From an optimization exercise on the open Yosys and OpenROAD flow, aimed at small area, a short achievable clock period and few clock cycles; shortcuts taken in it are not production practice.
Function was not checked in any run shown here: the RTL went through the layout flow alone.
No activity file was given, so power comes from the tool's default toggle rates.

==> flow/design.v <==
module md5(
    input clk,
    input reset_n,
    input done,
    input [63:0] pwd,
    output [127:0] hash_pwd,
    output en
);
reg [31:0] p, b, c, d;
reg [6:0] cnt;
reg en_r;
wire job = reset_n & done;
wire [6:0] cnt_n = !job ? 7'd0 : (cnt == 7'd68) ? cnt : cnt + 7'd1;
reg ld, hold, run, sel0, sel1;
reg [3:0] rf_n;    
reg [3:0] rj;      
reg [3:0] rt;      
always @(*) begin
    rf_n = 4'd0;
    if (cnt_n >= 7'd1 && cnt_n <= 7'd16) rf_n = 4'd1;
    if (cnt_n >= 7'd17 && cnt_n <= 7'd32) rf_n = 4'd2;
    if (cnt_n >= 7'd33 && cnt_n <= 7'd48) rf_n = 4'd4;
    if (cnt_n >= 7'd49 && cnt_n <= 7'd64) rf_n = 4'd8;
end
always @(posedge clk) begin
    ld <= !job;
    hold <= (cnt_n == 7'd68);
    run <= (cnt_n >= 7'd1) && (cnt_n <= 7'd64);
    sel0 <= (cnt_n == 7'd0) | (cnt_n == 7'd19) | (cnt_n == 7'd41) | (cnt_n == 7'd48);
    sel1 <= (cnt_n == 7'd1) | (cnt_n == 7'd16) | (cnt_n == 7'd36) | (cnt_n == 7'd55);
    rj <= 4'd0; rt <= 4'd0;
    case (cnt_n)
        7'd1: begin rj <= 4'd1; rt <= 4'd8; end
        7'd2: begin rj <= 4'd2; rt <= 4'd8; end
        7'd3: begin rj <= 4'd4; rt <= 4'd8; end
        7'd4: begin rj <= 4'd8; rt <= 4'd4; end
        7'd5: begin rj <= 4'd1; rt <= 4'd8; end
        7'd6: begin rj <= 4'd2; rt <= 4'd8; end
        7'd7: begin rj <= 4'd4; rt <= 4'd8; end
        7'd8: begin rj <= 4'd8; rt <= 4'd4; end
        7'd9: begin rj <= 4'd1; rt <= 4'd8; end
        7'd10: begin rj <= 4'd2; rt <= 4'd8; end
        7'd11: begin rj <= 4'd4; rt <= 4'd8; end
        7'd12: begin rj <= 4'd8; rt <= 4'd4; end
        7'd13: begin rj <= 4'd1; rt <= 4'd8; end
        7'd14: begin rj <= 4'd2; rt <= 4'd8; end
        7'd15: begin rj <= 4'd4; rt <= 4'd8; end
        7'd16: begin rj <= 4'd8; rt <= 4'd4; end
        7'd17: begin rj <= 4'd1; rt <= 4'd2; end
        7'd18: begin rj <= 4'd2; rt <= 4'd1; end
        7'd19: begin rj <= 4'd4; rt <= 4'd1; end
        7'd20: begin rj <= 4'd8; rt <= 4'd1; end
        7'd21: begin rj <= 4'd1; rt <= 4'd2; end
        7'd22: begin rj <= 4'd2; rt <= 4'd1; end
        7'd23: begin rj <= 4'd4; rt <= 4'd1; end
        7'd24: begin rj <= 4'd8; rt <= 4'd1; end
        7'd25: begin rj <= 4'd1; rt <= 4'd2; end
        7'd26: begin rj <= 4'd2; rt <= 4'd1; end
        7'd27: begin rj <= 4'd4; rt <= 4'd1; end
        7'd28: begin rj <= 4'd8; rt <= 4'd1; end
        7'd29: begin rj <= 4'd1; rt <= 4'd2; end
        7'd30: begin rj <= 4'd2; rt <= 4'd1; end
        7'd31: begin rj <= 4'd4; rt <= 4'd1; end
        7'd32: begin rj <= 4'd8; rt <= 4'd1; end
        7'd33: begin rj <= 4'd1; rt <= 4'd1; end
        7'd34: begin rj <= 4'd2; rt <= 4'd4; end
        7'd35: begin rj <= 4'd4; rt <= 4'd4; end
        7'd36: begin rj <= 4'd8; rt <= 4'd8; end
        7'd37: begin rj <= 4'd1; rt <= 4'd1; end
        7'd38: begin rj <= 4'd2; rt <= 4'd4; end
        7'd39: begin rj <= 4'd4; rt <= 4'd4; end
        7'd40: begin rj <= 4'd8; rt <= 4'd8; end
        7'd41: begin rj <= 4'd1; rt <= 4'd1; end
        7'd42: begin rj <= 4'd2; rt <= 4'd4; end
        7'd43: begin rj <= 4'd4; rt <= 4'd4; end
        7'd44: begin rj <= 4'd8; rt <= 4'd8; end
        7'd45: begin rj <= 4'd1; rt <= 4'd1; end
        7'd46: begin rj <= 4'd2; rt <= 4'd4; end
        7'd47: begin rj <= 4'd4; rt <= 4'd4; end
        7'd48: begin rj <= 4'd8; rt <= 4'd8; end
        7'd49: begin rj <= 4'd1; rt <= 4'd4; end
        7'd50: begin rj <= 4'd2; rt <= 4'd2; end
        7'd51: begin rj <= 4'd4; rt <= 4'd2; end
        7'd52: begin rj <= 4'd8; rt <= 4'd2; end
        7'd53: begin rj <= 4'd1; rt <= 4'd4; end
        7'd54: begin rj <= 4'd2; rt <= 4'd2; end
        7'd55: begin rj <= 4'd4; rt <= 4'd2; end
        7'd56: begin rj <= 4'd8; rt <= 4'd2; end
        7'd57: begin rj <= 4'd1; rt <= 4'd4; end
        7'd58: begin rj <= 4'd2; rt <= 4'd2; end
        7'd59: begin rj <= 4'd4; rt <= 4'd2; end
        7'd60: begin rj <= 4'd8; rt <= 4'd2; end
        7'd61: begin rj <= 4'd1; rt <= 4'd4; end
        7'd62: begin rj <= 4'd2; rt <= 4'd2; end
        7'd63: begin rj <= 4'd4; rt <= 4'd2; end
        7'd64: begin rj <= 4'd8; rt <= 4'd2; end
        7'd65: begin rj <= 4'd1; rt <= 4'd8; end
        7'd66: begin rj <= 4'd2; rt <= 4'd8; end
        7'd67: begin rj <= 4'd4; rt <= 4'd8; end
        default: ;
    endcase
end
wire [31:0] c_d = ld ? 32'h98badcfe : hold ? c : b;
wire [31:0] d_d = ld ? 32'h10325476 : hold ? d : c;
reg [31:0] u, v;
always @(posedge clk) begin
    u <= ({32{rf_n[0]}} & c_d)
       | ({32{rf_n[1]}} & (c_d | d_d))
       | ({32{rf_n[2]}} & ~(c_d ^ d_d))
       | ({32{rf_n[3]}} & ~c_d);
    v <= ({32{rf_n[0]}} & d_d)
       | ({32{rf_n[1]}} & (c_d & ~d_d))
       | ({32{rf_n[2]}} & (c_d ^ d_d))
       | ({32{rf_n[3]}} & ~(c_d ^ d_d));
end
wire [16:0] hi = 17'd1 << cnt[6:2];
wire [3:0] lo = 4'd1 << cnt[1:0];
wire [31:0] kc;
assign kc[0] = (hi[0] & (lo[0] | lo[2])) | (hi[1] & (lo[0] | lo[2] | lo[3])) | (hi[2] & (lo[1] | lo[2])) | (hi[3] & (lo[1] | lo[3])) | (hi[4] & (lo[2])) | (hi[5] & (lo[0] | lo[1] | lo[2])) | (hi[6] & (lo[2] | lo[3])) | (hi[7] & (lo[0] | lo[2])) | (hi[8] & (lo[1])) | (hi[9] & (lo[1])) | (hi[10] & (lo[2] | lo[3])) | (hi[11] & (lo[0] | lo[1] | lo[3])) | (hi[12] & (lo[1] | lo[2] | lo[3])) | (hi[13] & (lo[0] | lo[2] | lo[3])) | (hi[14] & (lo[0] | lo[3])) | (hi[15] & (lo[1] | lo[2] | lo[3])) | (hi[16] & (lo[0] | lo[3]));
assign kc[1] = (hi[0] & (lo[1] | lo[2] | lo[3])) | (hi[1] & (lo[0] | lo[1] | lo[2])) | (hi[2] & (lo[1] | lo[3])) | (hi[3] & (lo[0] | lo[1] | lo[2])) | (hi[4] & (lo[0] | lo[3])) | (hi[5] & (lo[1])) | (hi[6] & (lo[0] | lo[1] | lo[2])) | (hi[7] & (lo[3])) | (hi[8] & (lo[0] | lo[2])) | (hi[10] & (lo[0] | lo[1])) | (hi[12] & (lo[1] | lo[2])) | (hi[13] & (lo[0] | lo[1])) | (hi[14] & (lo[0])) | (hi[15] & (lo[0] | lo[2])) | (hi[16] & (lo[1] | lo[2]));
assign kc[2] = (hi[0] & (lo[1] | lo[3])) | (hi[1] & (lo[0])) | (hi[2] & (lo[1] | lo[3])) | (hi[3] & (lo[2])) | (hi[5] & (lo[0])) | hi[6] | (hi[7] & (lo[0])) | (hi[8] & (lo[3])) | (hi[9] & (lo[0])) | (hi[10] & (lo[0] | lo[2] | lo[3])) | (hi[11] & (lo[1] | lo[3])) | (hi[12] & (lo[0] | lo[1] | lo[2])) | (hi[13] & (lo[2])) | (hi[14] & (lo[0] | lo[2])) | (hi[15] & (lo[1])) | (hi[16] & (lo[1] | lo[2]));
assign kc[3] = (hi[0] & (lo[0] | lo[2] | lo[3])) | (hi[1] & (lo[0] | lo[1])) | (hi[2] & (lo[0] | lo[1] | lo[3])) | (hi[3] & (lo[2])) | (hi[4] & (lo[3])) | (hi[5] & (lo[0] | lo[3])) | (hi[6] & (lo[3])) | (hi[7] & (lo[1] | lo[2] | lo[3])) | (hi[8] & (lo[3])) | (hi[9] & (lo[1])) | (hi[10] & (lo[1])) | (hi[11] & (lo[0] | lo[2])) | (hi[12] & (lo[3])) | (hi[13] & (lo[2])) | (hi[14] & (lo[0])) | (hi[15] & (lo[2])) | (hi[16] & (lo[2] | lo[3]));
assign kc[4] = (hi[0] & (lo[0] | lo[1] | lo[2])) | (hi[1] & (lo[2])) | (hi[2] & (lo[0] | lo[2] | lo[3])) | (hi[3] & (lo[1])) | (hi[4] & (lo[2])) | (hi[5] & (lo[0] | lo[1])) | (hi[6] & (lo[1])) | (hi[7] & (lo[1] | lo[2])) | (hi[9] & (lo[3])) | (hi[10] & (lo[1])) | (hi[11] & (lo[0] | lo[2])) | (hi[12] & (lo[1] | lo[3])) | (hi[13] & (lo[1] | lo[2] | lo[3])) | (hi[14] & (lo[2])) | (hi[15] & (lo[1] | lo[2] | lo[3])) | (hi[16] & (lo[1] | lo[2]));
assign kc[5] = (hi[0] & (lo[0] | lo[3])) | (hi[1] & (lo[0] | lo[1])) | (hi[2] & (lo[1] | lo[2] | lo[3])) | (hi[3] & (lo[0] | lo[3])) | (hi[4] & (lo[0] | lo[3])) | (hi[6] & (lo[0] | lo[3])) | (hi[7] & (lo[1])) | (hi[8] & (lo[2])) | (hi[9] & (lo[1] | lo[2] | lo[3])) | (hi[10] & (lo[1])) | hi[11] | (hi[12] & (lo[2] | lo[3])) | (hi[13] & (lo[2])) | (hi[14] & (lo[1] | lo[3])) | (hi[15] & (lo[1] | lo[2])) | (hi[16] & (lo[1] | lo[2]));
assign kc[6] = hi[0] | (hi[2] & (lo[0])) | (hi[3] & (lo[2])) | (hi[4] & (lo[0] | lo[1] | lo[2])) | (hi[5] & (lo[0] | lo[1] | lo[3])) | (hi[6] & (lo[0] | lo[3])) | (hi[7] & (lo[1] | lo[2])) | (hi[8] & (lo[0] | lo[3])) | (hi[9] & (lo[0] | lo[2] | lo[3])) | (hi[10] & (lo[0] | lo[1])) | (hi[11] & (lo[1] | lo[2] | lo[3])) | (hi[12] & (lo[0] | lo[2])) | (hi[13] & (lo[0] | lo[2] | lo[3])) | (hi[14] & (lo[0] | lo[1])) | (hi[16] & (lo[1] | lo[2]));
assign kc[7] = (hi[0] & (lo[3])) | (hi[1] & (lo[0])) | hi[2] | (hi[3] & (lo[1] | lo[2])) | (hi[4] & (lo[3])) | (hi[5] & (lo[2] | lo[3])) | (hi[6] & (lo[0] | lo[2] | lo[3])) | (hi[7] & (lo[2] | lo[3])) | (hi[8] & (lo[1])) | (hi[9] & (lo[1])) | (hi[10] & (lo[0] | lo[1] | lo[2])) | (hi[11] & (lo[1] | lo[2] | lo[3])) | (hi[12] & (lo[1] | lo[2])) | (hi[13] & (lo[0] | lo[1] | lo[3])) | (hi[14] & (lo[1] | lo[3])) | (hi[15] & (lo[0] | lo[3])) | (hi[16] & (lo[2] | lo[3]));
assign kc[8] = (hi[0] & (lo[0] | lo[1] | lo[2])) | (hi[1] & (lo[0] | lo[3])) | (hi[2] & (lo[1] | lo[2] | lo[3])) | (hi[3] & (lo[0] | lo[1] | lo[2])) | (hi[4] & (lo[0] | lo[1] | lo[3])) | (hi[5] & (lo[3])) | (hi[6] & (lo[0] | lo[2])) | (hi[7] & (lo[0])) | (hi[8] & (lo[0] | lo[2])) | (hi[9] & (lo[1] | lo[2])) | (hi[10] & (lo[1] | lo[3])) | (hi[11] & (lo[1])) | (hi[12] & (lo[1] | lo[2])) | (hi[13] & (lo[0] | lo[3])) | (hi[14] & (lo[2] | lo[3])) | (hi[15] & (lo[2] | lo[3])) | (hi[16] & (lo[0] | lo[3]));
assign kc[9] = (hi[0] & (lo[0] | lo[1] | lo[3])) | (hi[1] & (lo[0] | lo[1] | lo[2])) | (hi[2] & (lo[1] | lo[2] | lo[3])) | (hi[3] & (lo[2])) | (hi[4] & (lo[1] | lo[2] | lo[3])) | (hi[5] & (lo[2] | lo[3])) | (hi[7] & (lo[2])) | (hi[8] & (lo[1])) | (hi[9] & (lo[0] | lo[1] | lo[2])) | (hi[10] & (lo[0] | lo[1])) | (hi[11] & (lo[3])) | (hi[12] & (lo[0] | lo[1] | lo[2])) | (hi[14] & (lo[0] | lo[1] | lo[2])) | hi[15] | (hi[16] & (lo[0] | lo[3]));
assign kc[10] = (hi[0] & (lo[0] | lo[1] | lo[3])) | hi[1] | (hi[2] & (lo[1] | lo[3])) | (hi[4] & (lo[0] | lo[3])) | (hi[5] & (lo[1] | lo[2])) | (hi[6] & (lo[0] | lo[2] | lo[3])) | (hi[7] & (lo[1] | lo[3])) | (hi[8] & (lo[1])) | (hi[9] & (lo[1] | lo[3])) | (hi[10] & (lo[0] | lo[1] | lo[3])) | (hi[11] & (lo[2] | lo[3])) | (hi[12] & (lo[1])) | (hi[13] & (lo[1] | lo[2] | lo[3])) | (hi[14] & (lo[0] | lo[1])) | (hi[15] & (lo[0])) | (hi[16] & (lo[1] | lo[2]));
assign kc[11] = (hi[0] & (lo[3])) | (hi[1] & (lo[0])) | (hi[2] & (lo[0] | lo[2])) | (hi[3] & (lo[3])) | (hi[4] & (lo[2])) | (hi[5] & (lo[3])) | (hi[6] & (lo[0] | lo[1] | lo[2])) | (hi[7] & (lo[0] | lo[3])) | (hi[8] & (lo[0] | lo[3])) | hi[9] | (hi[10] & (lo[0] | lo[3])) | (hi[11] & (lo[1] | lo[2])) | (hi[12] & (lo[1])) | (hi[13] & (lo[0] | lo[1] | lo[3])) | (hi[14] & (lo[0])) | (hi[15] & (lo[0])) | (hi[16] & (lo[2] | lo[3]));
assign kc[12] = (hi[0] & (lo[1] | lo[2])) | (hi[1] & (lo[3])) | hi[2] | (hi[3] & (lo[0] | lo[1])) | (hi[4] & (lo[1] | lo[2])) | (hi[5] & (lo[0] | lo[1] | lo[3])) | (hi[6] & (lo[3])) | (hi[8] & (lo[0] | lo[1] | lo[3])) | (hi[9] & (lo[3])) | (hi[10] & (lo[0] | lo[2] | lo[3])) | hi[11] | (hi[12] & (lo[1])) | (hi[13] & (lo[0] | lo[2] | lo[3])) | (hi[14] & (lo[0] | lo[3])) | hi[15] | (hi[16] & (lo[1] | lo[2]));
assign kc[13] = (hi[0] & (lo[1] | lo[2])) | (hi[2] & (lo[1])) | (hi[3] & (lo[1])) | (hi[4] & (lo[0] | lo[1])) | (hi[5] & (lo[2] | lo[3])) | (hi[7] & (lo[0] | lo[1])) | hi[8] | (hi[9] & (lo[0] | lo[3])) | (hi[10] & (lo[0] | lo[1] | lo[2])) | (hi[11] & (lo[2])) | hi[12] | (hi[13] & (lo[2])) | (hi[14] & (lo[0] | lo[1])) | (hi[15] & (lo[0] | lo[1])) | (hi[16] & (lo[0] | lo[3]));
assign kc[14] = (hi[0] & (lo[0] | lo[2] | lo[3])) | (hi[1] & (lo[1] | lo[2])) | (hi[2] & (lo[1] | lo[2] | lo[3])) | (hi[3] & (lo[1] | lo[2])) | (hi[4] & (lo[2] | lo[3])) | (hi[5] & (lo[2] | lo[3])) | (hi[6] & (lo[0])) | (hi[7] & (lo[0] | lo[3])) | (hi[8] & (lo[1] | lo[2])) | (hi[9] & (lo[0] | lo[1] | lo[2])) | (hi[10] & (lo[0])) | (hi[11] & (lo[0] | lo[2] | lo[3])) | (hi[12] & (lo[1])) | hi[13] | (hi[14] & (lo[0] | lo[1] | lo[2])) | hi[15] | (hi[16] & (lo[1] | lo[2]));
assign kc[15] = (hi[0] & (lo[0] | lo[1] | lo[3])) | (hi[1] & (lo[1] | lo[3])) | (hi[2] & (lo[0] | lo[1] | lo[3])) | (hi[4] & (lo[1] | lo[3])) | (hi[5] & (lo[2] | lo[3])) | (hi[6] & (lo[0])) | (hi[7] & (lo[0] | lo[1])) | (hi[8] & (lo[1])) | (hi[9] & (lo[0] | lo[1] | lo[3])) | (hi[11] & (lo[0] | lo[1])) | (hi[12] & (lo[1] | lo[3])) | (hi[13] & (lo[1] | lo[2])) | (hi[14] & (lo[1])) | (hi[15] & (lo[1] | lo[2] | lo[3])) | (hi[16] & (lo[2] | lo[3]));
assign kc[16] = (hi[0] & (lo[0] | lo[1] | lo[3])) | (hi[1] & (lo[1])) | (hi[2] & (lo[2])) | (hi[3] & (lo[2])) | (hi[5] & (lo[0] | lo[2] | lo[3])) | (hi[6] & (lo[0] | lo[1] | lo[2])) | (hi[7] & (lo[0] | lo[1] | lo[2])) | (hi[8] & (lo[1] | lo[2] | lo[3])) | (hi[9] & (lo[2] | lo[3])) | (hi[10] & (lo[0] | lo[1] | lo[2])) | (hi[11] & (lo[1])) | (hi[12] & (lo[0] | lo[3])) | (hi[13] & (lo[0] | lo[2])) | (hi[14] & (lo[2])) | (hi[15] & (lo[0] | lo[2])) | (hi[16] & (lo[0] | lo[3]));
assign kc[17] = (hi[0] & (lo[0] | lo[1])) | (hi[1] & (lo[1] | lo[3])) | (hi[2] & (lo[2])) | (hi[4] & (lo[0] | lo[2] | lo[3])) | (hi[5] & (lo[0] | lo[3])) | (hi[6] & (lo[1] | lo[3])) | hi[7] | (hi[8] & (lo[0])) | hi[9] | (hi[10] & (lo[0] | lo[2])) | (hi[11] & (lo[1] | lo[2])) | (hi[12] & (lo[1] | lo[3])) | (hi[13] & (lo[0] | lo[2])) | hi[15] | (hi[16] & (lo[1] | lo[2]));
assign kc[18] = (hi[0] & (lo[0] | lo[1] | lo[3])) | (hi[1] & (lo[0] | lo[1] | lo[3])) | (hi[2] & (lo[1] | lo[2] | lo[3])) | (hi[3] & (lo[3])) | (hi[4] & (lo[0] | lo[2] | lo[3])) | (hi[5] & (lo[0] | lo[1])) | (hi[6] & (lo[1] | lo[2])) | (hi[7] & (lo[1] | lo[2])) | (hi[8] & (lo[2] | lo[3])) | (hi[9] & (lo[0] | lo[1] | lo[3])) | (hi[10] & (lo[2])) | (hi[11] & (lo[0] | lo[3])) | (hi[12] & (lo[2])) | (hi[13] & (lo[1] | lo[2] | lo[3])) | (hi[14] & (lo[1])) | (hi[15] & (lo[2] | lo[3])) | (hi[16] & (lo[0] | lo[3]));
assign kc[19] = (hi[0] & (lo[0] | lo[3])) | (hi[1] & (lo[0])) | (hi[2] & (lo[2] | lo[3])) | (hi[3] & (lo[1] | lo[2])) | (hi[4] & (lo[0] | lo[2])) | (hi[5] & (lo[0])) | (hi[6] & (lo[3])) | (hi[7] & (lo[1] | lo[2] | lo[3])) | (hi[8] & (lo[0] | lo[2])) | hi[9] | (hi[10] & (lo[0] | lo[2] | lo[3])) | (hi[11] & (lo[1] | lo[3])) | (hi[12] & (lo[0] | lo[1])) | (hi[13] & (lo[0] | lo[1] | lo[2])) | (hi[14] & (lo[0] | lo[1] | lo[3])) | (hi[15] & (lo[1])) | (hi[16] & (lo[2] | lo[3]));
assign kc[20] = (hi[0] & (lo[3])) | (hi[1] & (lo[0] | lo[2])) | (hi[2] & (lo[2] | lo[3])) | hi[3] | (hi[4] & (lo[0] | lo[2] | lo[3])) | (hi[5] & (lo[3])) | (hi[6] & (lo[1] | lo[2] | lo[3])) | (hi[8] & (lo[0] | lo[1] | lo[2])) | hi[9] | (hi[10] & (lo[0])) | (hi[11] & (lo[0] | lo[1])) | (hi[12] & (lo[2] | lo[3])) | (hi[13] & (lo[0])) | (hi[15] & (lo[0] | lo[1] | lo[2])) | (hi[16] & (lo[1] | lo[2]));
assign kc[21] = (hi[0] & (lo[0] | lo[2] | lo[3])) | (hi[1] & (lo[0] | lo[2])) | (hi[2] & (lo[2])) | (hi[3] & (lo[2] | lo[3])) | (hi[4] & (lo[3])) | (hi[5] & (lo[0] | lo[2])) | (hi[6] & (lo[0] | lo[1])) | hi[7] | (hi[8] & (lo[0] | lo[1] | lo[3])) | (hi[9] & (lo[0] | lo[2] | lo[3])) | (hi[10] & (lo[1] | lo[2])) | (hi[11] & (lo[2] | lo[3])) | (hi[12] & (lo[0] | lo[1])) | (hi[13] & (lo[2])) | (hi[14] & (lo[0] | lo[1])) | (hi[15] & (lo[1])) | (hi[16] & (lo[1] | lo[2]));
assign kc[22] = (hi[0] & (lo[1])) | (hi[1] & (lo[0] | lo[3])) | (hi[2] & (lo[1] | lo[2] | lo[3])) | (hi[3] & (lo[2])) | (hi[4] & (lo[1] | lo[2])) | (hi[5] & (lo[1] | lo[3])) | (hi[6] & (lo[0] | lo[2] | lo[3])) | (hi[7] & (lo[0] | lo[1] | lo[2])) | (hi[8] & (lo[0] | lo[1] | lo[3])) | (hi[9] & (lo[1])) | (hi[10] & (lo[2])) | (hi[11] & (lo[0] | lo[1])) | (hi[13] & (lo[0] | lo[2])) | (hi[15] & (lo[0] | lo[2])) | (hi[16] & (lo[0] | lo[3]));
assign kc[23] = (hi[0] & (lo[0] | lo[1] | lo[3])) | (hi[1] & (lo[1])) | (hi[2] & (lo[0] | lo[2])) | (hi[3] & (lo[0] | lo[1] | lo[3])) | (hi[4] & (lo[3])) | (hi[5] & (lo[2] | lo[3])) | (hi[6] & (lo[0] | lo[2])) | (hi[7] & (lo[0] | lo[1])) | (hi[8] & (lo[0] | lo[2] | lo[3])) | hi[9] | hi[10] | hi[11] | (hi[12] & (lo[2] | lo[3])) | (hi[13] & (lo[2] | lo[3])) | (hi[14] & (lo[0])) | (hi[15] & (lo[2] | lo[3])) | (hi[16] & (lo[2] | lo[3]));
assign kc[24] = (hi[0] & (lo[3])) | (hi[1] & (lo[0] | lo[1] | lo[3])) | hi[2] | (hi[3] & (lo[0] | lo[1] | lo[3])) | (hi[4] & (lo[3])) | (hi[5] & (lo[3])) | (hi[6] & (lo[0] | lo[1] | lo[3])) | (hi[7] & (lo[0] | lo[2] | lo[3])) | hi[8] | (hi[9] & (lo[1])) | (hi[11] & (lo[0] | lo[2])) | (hi[12] & (lo[1] | lo[2])) | hi[13] | (hi[14] & (lo[0] | lo[2])) | (hi[15] & (lo[0] | lo[1] | lo[3])) | (hi[16] & (lo[0] | lo[3]));
assign kc[25] = (hi[0] & (lo[0])) | (hi[1] & (lo[1])) | (hi[2] & (lo[1] | lo[2])) | (hi[3] & (lo[0] | lo[2])) | (hi[4] & (lo[0] | lo[2])) | (hi[5] & (lo[0] | lo[1] | lo[3])) | (hi[6] & (lo[1])) | (hi[7] & (lo[2])) | (hi[8] & (lo[0] | lo[1])) | (hi[9] & (lo[1] | lo[2] | lo[3])) | (hi[10] & (lo[1])) | (hi[11] & (lo[1] | lo[2])) | (hi[12] & (lo[1] | lo[2])) | (hi[13] & (lo[1] | lo[2])) | hi[14] | (hi[15] & (lo[0] | lo[2] | lo[3])) | (hi[16] & (lo[0] | lo[3]));
assign kc[26] = (hi[0] & (lo[0] | lo[2])) | (hi[1] & (lo[0] | lo[1] | lo[3])) | (hi[2] & (lo[2])) | (hi[3] & (lo[1] | lo[2])) | (hi[4] & (lo[0] | lo[2])) | (hi[5] & (lo[0] | lo[3])) | (hi[6] & (lo[2] | lo[3])) | (hi[7] & (lo[1] | lo[2] | lo[3])) | hi[8] | (hi[9] & (lo[0] | lo[2] | lo[3])) | (hi[10] & (lo[2] | lo[3])) | (hi[11] & (lo[1] | lo[2] | lo[3])) | (hi[12] & (lo[0] | lo[3])) | hi[13] | (hi[14] & (lo[0] | lo[1] | lo[3])) | (hi[15] & (lo[0] | lo[1])) | (hi[16] & (lo[0] | lo[3]));
assign kc[27] = (hi[0] & (lo[0] | lo[1])) | (hi[1] & (lo[2] | lo[3])) | hi[2] | (hi[3] & (lo[0] | lo[1] | lo[3])) | (hi[4] & (lo[3])) | (hi[5] & (lo[2])) | (hi[7] & (lo[0] | lo[1] | lo[3])) | (hi[8] & (lo[0] | lo[2] | lo[3])) | (hi[9] & (lo[1] | lo[3])) | (hi[10] & (lo[0] | lo[1])) | (hi[11] & (lo[0] | lo[2])) | (hi[12] & (lo[2] | lo[3])) | (hi[13] & (lo[1] | lo[2])) | (hi[14] & (lo[0] | lo[1] | lo[3])) | (hi[15] & (lo[1] | lo[2] | lo[3])) | (hi[16] & (lo[2] | lo[3]));
assign kc[28] = (hi[0] & (lo[0])) | (hi[1] & (lo[0] | lo[3])) | (hi[2] & (lo[2])) | (hi[3] & (lo[1])) | (hi[4] & (lo[0])) | (hi[5] & (lo[0] | lo[2])) | (hi[6] & (lo[2])) | (hi[7] & (lo[1])) | (hi[8] & (lo[0] | lo[3])) | (hi[9] & (lo[2] | lo[3])) | (hi[10] & (lo[2])) | (hi[11] & (lo[0] | lo[2])) | (hi[12] & (lo[0] | lo[3])) | (hi[13] & (lo[2])) | (hi[14] & (lo[1])) | (hi[15] & (lo[0] | lo[1])) | (hi[16] & (lo[1] | lo[2]));
assign kc[29] = (hi[0] & (lo[0] | lo[1] | lo[2])) | (hi[1] & (lo[0] | lo[2] | lo[3])) | (hi[2] & (lo[0] | lo[2])) | (hi[3] & (lo[0] | lo[1] | lo[2])) | (hi[4] & (lo[0] | lo[2] | lo[3])) | (hi[5] & (lo[3])) | (hi[6] & (lo[0] | lo[2])) | (hi[7] & (lo[0] | lo[1] | lo[2])) | (hi[8] & (lo[0] | lo[2] | lo[3])) | (hi[9] & (lo[0] | lo[2] | lo[3])) | (hi[10] & (lo[0] | lo[1])) | (hi[11] & (lo[1])) | (hi[12] & (lo[0] | lo[2] | lo[3])) | (hi[13] & (lo[0] | lo[2])) | (hi[14] & (lo[0] | lo[1] | lo[2])) | hi[15] | (hi[16] & (lo[0] | lo[3]));
assign kc[30] = (hi[0] & (lo[1] | lo[3])) | (hi[1] & (lo[0] | lo[1] | lo[3])) | (hi[2] & (lo[0] | lo[2])) | (hi[3] & (lo[0] | lo[1] | lo[3])) | (hi[4] & (lo[0] | lo[1] | lo[3])) | (hi[5] & (lo[0] | lo[2] | lo[3])) | (hi[6] & (lo[1] | lo[2] | lo[3])) | (hi[7] & (lo[1] | lo[2])) | (hi[8] & (lo[0] | lo[2] | lo[3])) | (hi[9] & (lo[1] | lo[2])) | (hi[10] & (lo[1] | lo[2])) | (hi[11] & (lo[0] | lo[1] | lo[3])) | (hi[12] & (lo[0] | lo[1] | lo[3])) | (hi[13] & (lo[0] | lo[2])) | (hi[14] & (lo[0] | lo[1] | lo[3])) | (hi[15] & (lo[0] | lo[3])) | (hi[16] & (lo[0] | lo[3]));
assign kc[31] = (hi[0] & (lo[1] | lo[3])) | (hi[1] & (lo[0] | lo[2] | lo[3])) | (hi[2] & (lo[1] | lo[2] | lo[3])) | (hi[3] & (lo[1] | lo[2])) | (hi[4] & (lo[0] | lo[1] | lo[3])) | (hi[5] & (lo[0] | lo[2] | lo[3])) | (hi[6] & (lo[1] | lo[2])) | (hi[7] & (lo[0] | lo[1] | lo[3])) | (hi[8] & (lo[0] | lo[1] | lo[3])) | (hi[9] & (lo[0] | lo[2] | lo[3])) | (hi[10] & (lo[1] | lo[2])) | (hi[11] & (lo[0] | lo[1] | lo[3])) | (hi[12] & (lo[0] | lo[2] | lo[3])) | (hi[13] & (lo[1] | lo[2] | lo[3])) | (hi[14] & (lo[1] | lo[2])) | (hi[15] & (lo[0] | lo[1] | lo[3])) | (hi[16] & (lo[2] | lo[3]));
wire [31:0] m = ({32{sel0}} & pwd[63:32]) | ({32{sel1}} & pwd[31:0]);
wire [31:0] x = ld ? 32'd0 : d;
wire [31:0] p_next;
md5_addp u_addp (.x(x), .y(kc), .z(m), .s(p_next));
wire [31:0] f = (b & u) | (~b & v);
wire [31:0] w;
md5_addw u_addw (.x(p), .y(f), .s(w));
wire [31:0] wt = ({32{rt[0]}} & w)
               | ({32{rt[1]}} & {w[30:0], w[31]})
               | ({32{rt[2]}} & {w[29:0], w[31:30]})
               | ({32{rt[3]}} & {w[28:0], w[31:29]});
wire [31:0] r = ({32{rj[0]}} & {wt[27:0], wt[31:28]})
              | ({32{rj[1]}} & {wt[22:0], wt[31:23]})
              | ({32{rj[2]}} & {wt[17:0], wt[31:18]})
              | ({32{rj[3]}} & {wt[11:0], wt[31:12]});
wire [31:0] b_next;
md5_addb u_addb (.x({32{run}} & b), .y(r), .s(b_next));
always @(posedge clk) begin
    cnt <= cnt_n;
    en_r <= job && (cnt == 7'd67 || cnt == 7'd68);
end
always @(posedge clk) begin
    if (ld) begin
        p <= p_next;
        b <= 32'hefcdab89;
        c <= c_d;
        d <= d_d;
    end else if (!hold) begin
        p <= p_next;
        b <= b_next;
        c <= c_d;
        d <= d_d;
    end
end
function [31:0] bswap(input [31:0] v);
    bswap = {v[7:0], v[15:8], v[23:16], v[31:24]};
endfunction
assign en = en_r;
assign hash_pwd = {bswap({d[6:0], d[31:7]}), bswap(p),
                   bswap({b[16:0], b[31:17]}), bswap({c[11:0], c[31:12]})};
endmodule
module md5_addp(input [31:0] x, input [31:0] y, input [31:0] z, output [31:0] s);
assign s = x + y + z;
endmodule
module md5_addw(input [31:0] x, input [31:0] y, output [31:0] s);
assign s = x + y;
endmodule
module md5_addb(input [31:0] x, input [31:0] y, output [31:0] s);
assign s = x + y;
endmodule
==> flow/run.sh <==
#!/bin/bash
# synth_recipe.tcl (not shown) runs the flow's synth.tcl, then flattens the netlist and writes it again
# the make line also repeats each setting of config.mk as NAME=value (left out here)
make -C /OpenROAD-flow-scripts/flow DESIGN_CONFIG=/design/flow/config.mk WORK_HOME=/design/flow/orfs CLKGATE_MAP_FILE= SYNTH_SCRIPT=/design/flow/synth_recipe.tcl finish
==> flow/config.mk <==
export PLATFORM = sky130hd
export DESIGN_NAME = md5
export DESIGN_NICKNAME = md5
export VERILOG_FILES = /design/flow/design.v
export SDC_FILE = /design/flow/constraint.sdc
export NUM_CORES = 4
export LEC_CHECK = 0
export ABC_AREA = 1
export CAP_MARGIN = 40
export CORE_MARGIN = 2
export CORE_UTILIZATION = 14
export PLACE_DENSITY = 0.25
export SLEW_MARGIN = 30
==> flow/constraint.sdc <==
create_clock -name core_clock -period 16.0 [get_ports {clk}]
set_input_delay 3.2000 -clock core_clock [delete_from_list [all_inputs] [get_ports {clk}]]
set_output_delay 3.2000 -clock core_clock [all_outputs]
set_load 0.01 [all_outputs]
==> flow_summary.toml, run 1 <==
[synthesis]
synth-edff-count = 96
synth_seq_cells = 213
synth_common_cells = "nand2_1 (788), inv_1 (447), nor2_1 (247)"
ys_types = 66
yosys_most_used_dff = "dfxtp_1"
syn_avg_cell_area_sq_um = 6.77
yosysWarnings = 1
yosysTopAreaCellShare_pct = 14.4
syn_area_sq_um = 20500
yosys-top-cells-area = "nand2_1 (14%), edfxtp_1 (14%), dfxtp_1 (11%)"
synth.largest_area_cell = "nand2_1"
ys_seq_area_share_pct = 25.5
synth_most_common_cell = "nand2_1"
syn_inst = 3024
async_flop_share_pct = 0
synth_fp_nets = 3286

[clock_tree]
cts_sinks = 213
cts_buffer_depth = 3
cts-buffers-inserted = 28
hold_buffers = 0
postCtsSetupBuffers = 0
htree_levels = 1
cts_tree = "yes"
cts_root_buffer = "clkbuf_16"
cts_resized = 0
worst_skew_pair.late_latency_ns = 0.60
clkSlewWorstSetupHoldPaths_ns = 0.06

[timing]
worst_pin_slew_ns = 0.870
tns_ns = 0
fin_hold_ws_ns = 0.581
rsz0062_at_grt = "no"
slew_headroom_pct = 41.8
max_freq_mhz = 147
skew_ns = 0.0151
hold_violations = 0
fin_crit_ns = 6.80
setup_viol = 0
period_share_pct = 42.5
final-max-slew-violation-count = 0

[grt]
grt_pass1_wl_um = 174000
grt_max_degree = 49
grt_overflow = 0
groute.usage.overall_pct = 16.1
grt_pass1_vias = 22200
antenna_found_initial = 6

[die]
die_area_sq_um = 149000
die_h_um = 386
core_area_sq_um = 145000
start_util_pct = 14.1
num_rows = 140
die_x_um = 386
ioPinCount = 196

[detailed_routing]
wl_per_cell_um = 24.2
vias = 22100
viasPerCell = 4.30
first_iter_violations = 1520
drt_wl_total_um = 125000
drc = 0
drtPass1Iterations = 6
ant_nets = 0

[outcome]
outcome = "timing/DRC/antenna clean"

[flow_run]
cap_violations = 0

[finish]
synthToLayoutAreaGrowth_pct = 26.2
nNetsFinal = 3465
drive_above_1_share_pct = 5.67

[setup_path]
start_kind = "input port"
cp_data_required_time_ns = 16.34
end_kind = "flop"
cp_max_fo = 3
crit_type = "in -> reg"
critPathArrivalTime_ns = 7.14

[pwr]
p_per_area_nw_per_um2 = 97.5
power_leakage_nw = 11.3
peakVddDrop_v = 0.0000694

[placement]
dp_hpwl_um = 99700
finalWeightedCongestion = 0.905
placement.io_buffers = 195

[min_path]
hp-class = "reg -> reg"
[registers in the layout, summed over array words and instances (netlist names), 4 cells and up]
signal and cells:
b 32, c 32, d 32, p 32, u 32, v 32
cnt 7, rj 4, rt 4
[layout by cell type, fill, tap and decap left out, types with 70 or more instances in the layout]
master / instances
inv_1: 446
o22ai_1: 71
o2111ai_1: 70
nand2_1: 788
nor2_1: 244
nand3_1: 156
ha_1: 161
a21oi_1: 155
edfxtp_1: 96
dfxtp_1: 115
clkdlybuf4s50_1: 195
o21ai_0: 105
[per-layer routing]
metal | part of all wire, % | global-route usage, % | vias to the layer above | wire [um]
li1 | - | - | 10600 | -
met1 | 47 | 22.1 | 10900 | 58800
met2 | 47 | 27.6 | 551 | 59100
met5 | 0 | 0 | - | 0
met4 | 2.0 | 3.21 | 0 | 2460
met3 | 3.4 | 1.23 | 115 | 4250
[through the flow]
stage / utilization [%] / power [mW] / cells / setup WS (ns) / area (sq um)
after CTS: 17.8 / 2.56 / 5141 / 9.17 / 25800
final: 17.8 / 2.52 / 5144 / 9.20 / 25800
after floorplan: - / 1.32 / 3024 / 9.72 / 20500
after global routing: 17.8 / 2.69 / 5142 / 8.85 / 25800
after detailed placement: 17.1 / 1.87 / 5089 / 8.50 / 24900
after global placement: 17.1 / 1.89 / 5082 / 8.56 / 24800
[cell type report]
| cell class | count | area, sq um |
|---|---|---|
| fill | 16800 | 120000 |
| multi-input combinational | 2234 | 13000 |
| sequential | 213 | 5230 |
| timing repair buffer | 257 | 2450 |
| tap | 1917 | 2400 |
| inverter | 469 | 1770 |
| clock buffer | 45 | 825 |
| clock inverter | 7 | 108 |
| antenna | 2 | 5.00 |
[worst max-delay path: stages]
cell	delay, ns
clkdlybuf4s50_1	0.40
a22o_1	0.26
fa_1	0.44
ha_1	0.23
fa_1	0.47
nand3_1	0.09
nand2_1	0.09
a21oi_1	0.25
o21ai_1	0.19
a21boi_0	0.54
o21ai_1	0.17
a21boi_0	0.37
o21ai_1	0.15
nand2_1	0.09
nand2_1	0.06
xor2_1	0.15
[final timing paths]
path / depth (start not counted) / slack [ns] / from / to
hold reg to reg: 2 / 0.58 / b[3] / b[3]
hold / removal: 2 / 0.58 / b[3] / b[3]
setup / recovery: 16 / 9.20 / pwd[33] / p[27]
setup reg to reg: 21 / 9.21 / cnt[0] / p[27]
[cells by family after synthesis]
group / after synthesis / synth area share (%)
AND/OR/NAND/NOR: 1387 / 29.0
AO/OA/AOI/OAI: 589 / 18.6
XOR/XNOR: 51 / 2.18
multiplexers: 12 / 0.654
flip-flops: 213 / 25.5
adder cells (fa/ha/maj): 195 / 13.2
buffers and inverters: 577 / 10.9
[where the power goes]
| group | switching, mW | internal [mW] |
|---|---|---|
| clock network | 0.280 | 0.384 |
| registers | 0.127 | 0.650 |
| logic | 0.710 | 0.368 |
==> inputs of run 2 (changes only) <==
==> flow/flow/run.sh (new file) <==
#!/bin/bash
# Own flow: the standard layout (standard.sh, unchanged synthesis, SDC and
# clock period), with OpenROAD's timing repair asked to leave a larger setup
# margin than the standard settings allow, so that it works on the paths that
# set the achieved period. All tool output goes to standard.log here.
set -o pipefail
MARGIN=$(cat flow/margin.txt)
bash standard.sh SETUP_SLACK_MARGIN=$MARGIN finish > standard.log 2>&1
==> flow/flow/margin.txt (new file) <==
10
==> flow/standard.sh (new file) <==
#!/bin/bash
# synth_recipe.tcl (not shown) runs the flow's synth.tcl, then flattens the netlist and writes it again
# the make line also repeats each setting of config.mk as NAME=value (left out here)
make -C /OpenROAD-flow-scripts/flow DESIGN_CONFIG=/design/flow/config.mk WORK_HOME=/design/flow/orfs CLKGATE_MAP_FILE= SYNTH_SCRIPT=/design/flow/synth_recipe.tcl "${@:-finish}"
--- a/flow/config.mk
+++ b/flow/config.mk
@@ -10,4 +10,4 @@
 export CORE_MARGIN = 2
-export CORE_UTILIZATION = 14
-export PLACE_DENSITY = 0.25
+export CORE_UTILIZATION = 40
+export PLACE_DENSITY = 0.6
 export SLEW_MARGIN = 30
removed: flow/run.sh
==> run 2 against run 1 <==
Compared with the run above: final cell count decreased by 24%; worst hold slack got worse by 0.013 ns; clock skew grew 0.014 ns; critical path type unchanged; synthesized area unchanged; wire length is 21% lower; core utilization grew 31 points; largest power group unchanged; total power decreased by 3.8%; synthesized cell count is the same; critical path depth down 1; clock power down 7.8%.
==> flow_summary.toml, run 2 <==
[outcome]
outcome = "timing/DRC/antenna clean"

[finish]
antenna_cells = 0
nNetsFinal = 3466
layout_common_cells = "nand2_1 (783), inv_1 (445), nor2_1 (242), clkdlybuf4s50_1 (193), nand3_1 (155)"
drive_above_1_share_pct = 7.88
synthToLayoutAreaGrowth_pct = 19.8
fill_cells = 5125
final_common_cell = "nand2_1"

[clock_tree]
worst_skew_pair.late_latency_ns = 0.57
hold_buffers = 0
cts_buffer_depth = 3
cts_root_buffer = "clkbuf_16"
clkSlewWorstSetupHoldPaths_ns = 0.06
cts_sinks = 213
cts_tree = "yes"
cts-buffers-inserted = 26
htree_levels = 1

[synthesis]
yosysWarnings = 1
syn_avg_cell_area_sq_um = 6.77
synth_most_common_cell = "nand2_1"
synth_common_cells = "nand2_1 (788), inv_1 (447), nor2_1 (247)"
ys_seq_area_share_pct = 25.5
yosysTopAreaCellShare_pct = 14.4
synth-edff-count = 96
syn_inst = 3024
yosys_most_used_dff = "dfxtp_1"
ys_types = 66
yosys-top-cells-area = "nand2_1 (14%), edfxtp_1 (14%), dfxtp_1 (11%)"
syn_area_sq_um = 20500
async_flop_share_pct = 0
synth.largest_area_cell = "nand2_1"
synth_seq_cells = 213
synth_fp_nets = 3286

[detailed_routing]
ant_nets = 0
first_iter_violations = 2689
drc = 0
viasPerCell = 5.97
wl_per_cell_um = 25.1
drt_wl_total_um = 98000
drtPass1Iterations = 5
vias = 23300

[setup_path]
critPathArrivalTime_ns = 6.19
crit_type = "in -> reg"
slowest_stage = "fa_1"
cp_max_fo = 3
end_kind = "flop"
cp_top_family = "compound AO/OA/AOI/OAI gates"
cp_cell_sequence = "clkdlybuf4s50_1 > a22o_1 > fa_1 > fa_2 > nand3_2 > nand2_2 > a21oi_4 > o21ai_4 > a21boi_4 > o21ai_2 > a21boi_2 > o21ai_2 > nand2_1 > nand2_1 > xor2_1"
max_stage_delay_ns = 0.50
worst-path-buf-inv = 1
cp_data_required_time_ns = 16.30
start_kind = "input port"

[timing]
slew_headroom_pct = 35.8
hold_violations = 0
rsz0062_at_grt = "no"
skew_ns = 0.0293
period_share_pct = 36.9
max_freq_mhz = 170
tns_ns = 0
final-max-slew-violation-count = 0
fin_crit_ns = 5.90
worst_pin_slew_ns = 0.954
setup_viol = 0

[grt]
grt_overflow = 0
groute.usage.overall_pct = 35.8
grt_pass1_vias = 21800
antenna_found_initial = 2
grt_max_degree = 78
grt_pass1_wl_um = 142000

[die]
die_x_um = 230
die_area_sq_um = 53000
die_h_um = 230
start_util_pct = 40.6
num_rows = 82
core_area_sq_um = 50400
ioPinCount = 196

[pwr]
total_power_mw = 2.42
p_per_area_nw_per_um2 = 98.9
power_leakage_nw = 11.4
peakVddDrop_v = 0.0000660

[flow_run]
cap_violations = 0

[placement]
dp_hpwl_um = 77100
finalWeightedCongestion = 1.07
placement.io_buffers = 195

[min_path]
hp-class = "reg -> reg"
run 2: timing repair:
action | CTS | global route
resized for setup | 20 | 82
pin swaps | 3 | 15
buffers inserted | 7 | 8
setup endpoints to repair | 67 | 89
run 2: report_power, final:
part | internal (mW) | switching (mW)
clock network | 0.357 | 0.255
registers | 0.649 | 0.0921
logic | 0.398 | 0.673
run 2: kinds of logic (layout without fill, tap and decap cells):
logic type	Yosys count	after routing	share of synthesized area [%]
flops	213	213	25.5
fa+ha+maj	195	195	13.2
simple gates	1387	1387	29.0
xor+xnor	51	51	2.18
compound gates	589	589	18.6
buf+inv	577	777	10.9
mux	12	12	0.654
run 2: per-layer routing:
| layer | vias up | part of all wire [%] | track usage, % |
|---|---|---|---|
| li1 | 10600 | - | - |
| met1 | 11100 | 42 | 47.8 |
| met2 | 1330 | 44 | 56.1 |
| met3 | 262 | 9.2 | 5.89 |
| met4 | 2 | 5.6 | 17.5 |
| met5 | - | 0.010 | 0 |
run 2: layout make-up:
cell class	instances	area [sq um]	share of cell area, %
tap	672	841	3.43
clock inverter	7	103	0.418
timing repair buffer	260	2490	10.2
sequential	213	5260	21.5
clock buffer	41	757	3.09
multi-input combinational	2234	13300	54.2
inverter	469	1780	7.25
run 2: final timing paths:
path | start | to | slack, ns | cells after the start
min | b[0] | b[0] | 0.57 | 2
max | pwd[34] | p[27] | 10.10 | 15
max reg2reg | cnt[0] | p[29] | 10.17 | 19
min reg2reg | b[0] | b[0] | 0.57 | 2
run 2: worst register-to-register path: cells and delay by family (launching register included):
kind | cells | cell delay (ns)
and+or+nand+nor | 4 | 1.50
AOI/OAI and AO/OA | 6 | 1.26
buffers and inverters | 5 | 1.10
adders and majority gates | 3 | 1.04
DFF | 1 | 0.48
xor gates and xnor gates | 1 | 0.20
run 2: through the flow:
step / std cells / cell area [sq um] / hold WS (ns) / util (%) / setup WS [ns]
global placement: 3824 / 23100 / 0.558 / 45.9 / 9.13
CTS: 3885 / 24200 / 0.586 / 48.0 / 10.0
finish: 3896 / 24500 / 0.568 / 48.7 / 10.10
global route: 3896 / 24500 / 0.602 / 48.7 / 10.01
floorplan: 3024 / 20500 / 0.532 / - / 10.01
detailed placement: 3830 / 23200 / 0.577 / 46.1 / 9.12
==> inputs of run 3 (changes only) <==
==> flow/flow/margin.txt (replaced) <==
11
==> run 3 against run 2 <==
Compared with the run above: still clean; total power is 16% higher; clock skew is 0.0036 ns lower; first-iteration DRC count is 2.4% higher; setup slack better by 0.32 ns; synthesized area stayed put; global-route usage is 2.2 points higher; synthesized cell count stayed put; combinational power is 32% higher; design area is 13% higher; clock power is 6.9% higher; register-to-register slack better by 0.27 ns; critical path type unchanged; largest cell class unchanged; largest power group unchanged.
==> flow_summary.toml, run 3 <==
[outcome]
outcome = "timing/DRC/antenna clean"

[finish]
synthToLayoutAreaGrowth_pct = 35.6
drive_above_1_share_pct = 21.5
stdcell_area_sq_um = 27800
final_common_cell = "nand2_1"
layout_common_cells = "nand2_1 (716), inv_1 (407), nor2_1 (223), buf_4 (156), clkdlybuf4s50_1 (152)"
final_util_pct = 55.1
nNetsFinal = 3597
instances_no_fill = 4030

[setup_path]
cp_max_fo = 3
crit_type = "in -> reg"
cp_cell_sequence = "buf_6 > a22o_1 > fa_1 > ha_4 > fa_2 > nand3_2 > nand2_2 > a21oi_4 > o21ai_4 > a21boi_2 > o21ai_2 > a21boi_2 > o21ai_2 > nand2_1 > nand2_1 > xor2_1"
crit-reg2reg-launch = "cnt[0]"
end_kind = "flop"
start_kind = "input port"
regToRegEndpoint = "p[27]"
cp_top_family = "compound AO/OA/AOI/OAI gates"
worst-path-buf-inv = 1
r2r_setup_slack_ns = 10.44
critPathArrivalTime_ns = 5.90
cp-startpoint = "pwd[33]"
cp_data_required_time_ns = 16.32
r2r_cells = 23
path_depth = 16
slowest_stage = "fa_1"
max_stage_delay_ns = 0.49

[synthesis]
yosys_most_used_dff = "dfxtp_1"
synth.largest_area_cell = "nand2_1"
synth_seq_cells = 213
ys_types = 66
synth_common_cells = "nand2_1 (788), inv_1 (447), nor2_1 (247)"
yosysTopAreaCellShare_pct = 14.4
async_flop_share_pct = 0
synth_fp_nets = 3286
ys_seq_area_share_pct = 25.5
syn_inst = 3024
synth-edff-count = 96
syn_area_sq_um = 20500
synth_most_common_cell = "nand2_1"
syn_avg_cell_area_sq_um = 6.77
yosys-top-cells-area = "nand2_1 (14%), edfxtp_1 (14%), dfxtp_1 (11%)"
yosysWarnings = 1

[grt]
grt_pass1_vias = 22600
grt_pass1_wl_um = 150000
grt_max_degree = 93
antenna_found_initial = 1
grt_overflow = 0
groute.usage.overall_pct = 38.1

[clock_tree]
hold_buffers = 0
cts_buffer_depth = 3
cts-buffers-inserted = 27
worst_skew_pair.late_latency_ns = 0.59
cts_tree = "yes"
htree_levels = 1
cts_root_buffer = "clkbuf_16"
cts_sinks = 213
clkSlewWorstSetupHoldPaths_ns = 0.06

[die]
die_h_um = 230
die_area_sq_um = 53000
start_util_pct = 40.6
num_rows = 82
ioPinCount = 196
die_x_um = 230
core_area_sq_um = 50400

[placement]
dp_hpwl_um = 78100
pre_cts_ws_ns = 9.39
placed_area_sq_um = 23300
finalWeightedCongestion = 1.05
placement.io_buffers = 195
dp_cells = 3827

[timing]
max_freq_mhz = 179
fin_hold_ws_ns = 0.515
tns_ns = 0
worst_pin_slew_ns = 0.929
final-max-slew-violation-count = 0
skew_ns = 0.0258
fin_crit_ns = 5.58
hold_violations = 0
layout_setup_ws_ns = 10.42
rsz0062_at_grt = "yes"
period_share_pct = 34.9
slew_headroom_pct = 36.5
setup_viol = 0

[pwr]
p_int_mw = 1.63
p_per_area_nw_per_um2 = 101
peakVddDrop_v = 0.0000801
combPwrFrac_pct = 50.0
p_seq_share_pct = 26.7
total_power_mw = 2.81
p_clk_share_pct = 23.3
switchingPower_mw = 1.19
power_leakage_nw = 12.5
sw_frac_of_total_pct = 42.2

[flow_run]
cap_violations = 0

[detailed_routing]
drtPass1Iterations = 8
first_iter_violations = 2753
viasPerCell = 6.03
drt_wl_total_um = 106000
drc = 0
vias = 24300
wl_per_cell_um = 26.4
ant_nets = 0

[min_path]
hp-class = "reg -> reg"
whs_path_depth = 2
hold_path_end = "b[0]"
min-delay-start = "b[0]"
==> run 3: timing repair <==
item / in CTS / in global routing
buffers inserted: 65 / 79
setup endpoints to repair: 122 / 112
pin swaps: 99 / 157
cloned: 6 / 0
resized for setup: 328 / 319
==> run 3: power by group through the flow <==
stage               Clock (mW)  Combinational (mW)  Sequential [mW]
detailed placement           0                1.01            0.740
global route             0.677                1.50            0.751
CTS                      0.657                1.17            0.746
floorplan                    0               0.608            0.719
global placement             0                1.00            0.741
finish                   0.655                1.41            0.750
==> run 3: how the worst max path moves through the flow <==
stage / to / slack, ns
final: p[27] / 10.42
after global routing: p[31] / 10.37
after CTS: p[27] / 10.54
after detailed placement: v[24] / 9.39
after global placement: p[31] / 9.46
after floorplan: p[27] / 10.09
==> run 3: cell families (layout without fill, tap and decap cells) <==
family / Yosys count / after routing / share of synthesized area [%]
DFF: 213 / 213 / 25.5
AOI/OAI and AO/OA: 589 / 589 / 18.6
muxes: 12 / 12 / 0.654
other: 0 / 2 / 0
xor gates and xnor gates: 51 / 51 / 2.18
buffers and inverters: 577 / 906 / 10.9
and+or+nand+nor: 1387 / 1390 / 29.0
adders and majority gates: 195 / 195 / 13.2
==> run 3: layout make-up <==
class                      count  area, sq um
antenna                        2         5.00
clock buffer                  37          763
clock inverter                13          165
fill                        4649        22600
inverter                     469         1820
multi-input combinational   2237        15200
sequential                   213         5310
tap                          672          841
timing repair buffer         387         3690
==> run 3: worst min-delay path: cells and delay by family, from the launching register on <==
| kind | cells | cell delay (ns) |
|---|---|---|
| buffers and inverters | 1 | 0.07 |
| DFF | 1 | 0.35 |
| AOI/OAI and AO/OA | 1 | 0.05 |
==> run 3: layer usage <==
layer  vias to the layer above  GRT usage, %  routed length, um
met2                      1441          60.2              46700
li1                      10900             -                  -
met3                       374          7.09              10300
met1                     11600          49.0              41500
met4                         0          20.8               7900
met5                         -             0                  0
==> inputs of run 4 (changes only) <==
==> flow/flow/margin.txt (replaced) <==
12
==> run 4 against run 3 <==
Compared with the run above: still clean; final cell count is 6.7% higher; first-iteration DRC count is 25% higher; global-route usage is 3.5 points higher; clock-buffer cell count fell by 6; register-to-register slack improved by 0.04 ns; synthesized cell count did not move; design area up 16%; via count is 8.6% higher; highest routed layer unchanged.
==> flow_summary.toml, run 4 <==
[outcome]
outcome = "timing/DRC/antenna clean"

[synthesis]
synth_common_cells = "nand2_1 (788), inv_1 (447), nor2_1 (247)"
synth-edff-count = 96
yosys_most_used_dff = "dfxtp_1"
ys_seq_area_share_pct = 25.5
syn_area_sq_um = 20500
async_flop_share_pct = 0
yosysTopAreaCellShare_pct = 14.4
synth.largest_area_cell = "nand2_1"
synth_seq_cells = 213
ys_types = 66
syn_avg_cell_area_sq_um = 6.77
synth_fp_nets = 3286
yosys-top-cells-area = "nand2_1 (14%), edfxtp_1 (14%), dfxtp_1 (11%)"
synth_most_common_cell = "nand2_1"
syn_inst = 3024
yosysWarnings = 1

[grt]
grt_overflow = 0
groute.usage.overall_pct = 41.6
grt_pass1_wl_um = 163000
grt_max_degree = 92
grt_pass1_vias = 24700
antenna_found_initial = 2

[pwr]
p_per_area_nw_per_um2 = 93.2
total_power_mw = 3.00
power_leakage_nw = 15.3
peakVddDrop_v = 0.0000810
p_clk_share_pct = 19.4
combPwrFrac_pct = 56.7
p_seq_share_pct = 23.9
sw_frac_of_total_pct = 42.6
p_int_mw = 1.72
switchingPower_mw = 1.28

[detailed_routing]
first_iter_violations = 3433
ant_nets = 0
viasPerCell = 6.14
drt_wl_total_um = 119000
drc = 0
wl_per_cell_um = 27.8
drtPass1Iterations = 6
vias = 26400

[setup_path]
cp_data_required_time_ns = 16.29
end_kind = "flop"
critPathArrivalTime_ns = 6.00
crit_type = "in -> reg"
cp_max_fo = 2
start_kind = "input port"

[finish]
regArea_sq_um = 5350
multi_input_area_sq_um = 17000
nNetsFinal = 3868
synthToLayoutAreaGrowth_pct = 57.0
drive_above_1_share_pct = 38.4
fill_cells = 4086
final_common_cell = "nand2_1"
layout_common_cells = "nand2_1 (596), inv_1 (396), buf_4 (302), nor2_1 (203), buf_6 (183)"

[die]
num_rows = 82
start_util_pct = 40.6
die_h_um = 230
ioPinCount = 196
core_area_sq_um = 50400
die_area_sq_um = 53000
die_x_um = 230

[placement]
dp_hpwl_um = 76900
finalWeightedCongestion = 1.06
placement.io_buffers = 195
pre_cts_ws_ns = 9.36

[timing]
rsz0062_at_grt = "yes"
tns_ns = 0
hold_violations = 0
worst_pin_slew_ns = 0.879
layout_setup_ws_ns = 10.29
setup_viol = 0
fin_crit_ns = 5.71
slew_headroom_pct = 41.3
max_freq_mhz = 175
final-max-slew-violation-count = 0
period_share_pct = 35.7
skew_ns = 0.0528

[clock_tree]
cts_buffer_depth = 3
worst_skew_pair.late_latency_ns = 0.59
cts-buffers-inserted = 25
hold_buffers = 0
cts_sinks = 213
clkSlewWorstSetupHoldPaths_ns = 0.06
htree_levels = 1
cts_root_buffer = "clkbuf_16"
cts_tree = "yes"

[min_path]
hp-class = "reg -> reg"

[flow_run]
cap_violations = 0
[run 4: cell counts after synthesis]
Identical to the previous run, type by type.
[run 4: cells by family after synthesis]
family	Yosys count	share of synthesized area [%]
AND/OR/NAND/NOR	1387	29.0
flip-flops	213	25.5
buffers and inverters	577	10.9
AO/OA/AOI/OAI	589	18.6
XOR/XNOR	51	2.18
adder cells (fa/ha/maj)	195	13.2
multiplexers	12	0.654
[run 4: power by group through the flow]
stage | Combinational [mW] | Clock (mW) | Sequential (mW)
2_1_floorplan | 0.631 | 0 | 0.725
3_3_place_gp | 1.02 | 0 | 0.756
3_5_place_dp | 1.03 | 0 | 0.754
4_1_cts | 1.38 | 0.576 | 0.713
5_1_grt | 1.78 | 0.601 | 0.720
6_report | 1.70 | 0.582 | 0.717
[run 4: critical path: stages]
cell and delay, ns:
dlygate4sd2_1 0.23, a22o_1 0.26, fa_2 0.58, ha_4 0.21, a21oi_1 0.23, inv_1 0.17, a31oi_2 0.18, a21boi_4 0.25
o21ai_2 0.10, a21boi_2 0.20, o21ai_2 0.09, nand2_1 0.08, nand2_1 0.06, xor2_1 0.15
[run 4: final timing paths]
check          start     to  slack [ns]  depth (start not counted)
max          pwd[12]  p[27]       10.29                         14
min             b[1]   b[1]        0.53                          2
max reg2reg   cnt[0]  p[27]       10.48                         24
min reg2reg     b[1]   b[1]        0.53                          2
[run 4: timing repair]
action | in CTS | in global routing
gates cloned | 22 | 1
buffers inserted | 276 | 129
endpoints found under the setup margin | 268 | 266
pin swaps | 230 | 200
resized for setup | 1256 | 458
[run 4: metrics by stage]
step | util (%) | hold WS, ns | std cells | cell area (sq um)
floorplan | - | 0.495 | 3024 | 21000
finish | 63.8 | 0.527 | 4298 | 32200
global route | 63.8 | 0.574 | 4297 | 32100
detailed placement | 46.9 | 0.540 | 3822 | 23600
CTS | 58.2 | 0.527 | 4166 | 29300
global placement | 46.8 | 0.542 | 3817 | 23600
[run 4: final cells by class]
| cell class | instances | share of cell area, % |
|---|---|---|
| Inverter | 469 | 5.88 |
| Multi-Input combinational cell | 2239 | 52.9 |
| Timing Repair Buffer | 656 | 19.3 |
| Tap cell | 672 | 2.62 |
| Clock buffer | 31 | 2.05 |
| Clock inverter | 15 | 0.451 |
| Antenna cell | 1 | 0.00778 |
| Sequential cell | 213 | 16.6 |
| Timing Repair inverter | 2 | 0.125 |
[run 4: metal layers]
| layer | GRT usage, % | vias up | part of all wire (%) |
|---|---|---|---|
| li1 | - | 11400 | - |
| met1 | 53.4 | 12600 | 38 |
| met2 | 64.9 | 1884 | 43 |
| met3 | 7.50 | 494 | 11 |
| met4 | 25.2 | 0 | 8.0 |
| met5 | 0 | - | 0 |

-- re-timing with driven ports --
The results above use ideal ports. As a check the final layouts listed here were re-extracted and re-timed, cells and wires unchanged.
Step 1 sets driving cells, clkbuf_16 on the clock port and buf_2 on the other inputs (assumed; they add their load-dependent delay and slew).
Step 2, shift: input delay + t, output delay - t, t = (earliest + latest rising clock arrival at the registers) / 2. This alone moves slack from input paths to output paths.
a / b / c = no drivers / after step 1 / after step 2; a / b = the first two.
run	shift t [ns]	setup slack, ns	clock arrival spread, ns	worst data-port slew with drivers (ns)
run 1	0.663	9.200 / 9.207 / 8.584	0.016 / 0.016	0.07
run 2	0.609	10.103 / 10.130 / 9.521	0.031 / 0.031	0.05
run 3	0.634	10.422 / 10.437 / 9.803	0.026 / 0.026	0.05
run 4	0.623	10.294 / 10.335 / 9.712	0.054 / 0.055	0.06
After both steps setup and hold are still met in every run listed. The setup slack of run 3, which loses most, moves by +0.015 ns with the drivers and by -0.619 ns with both steps.
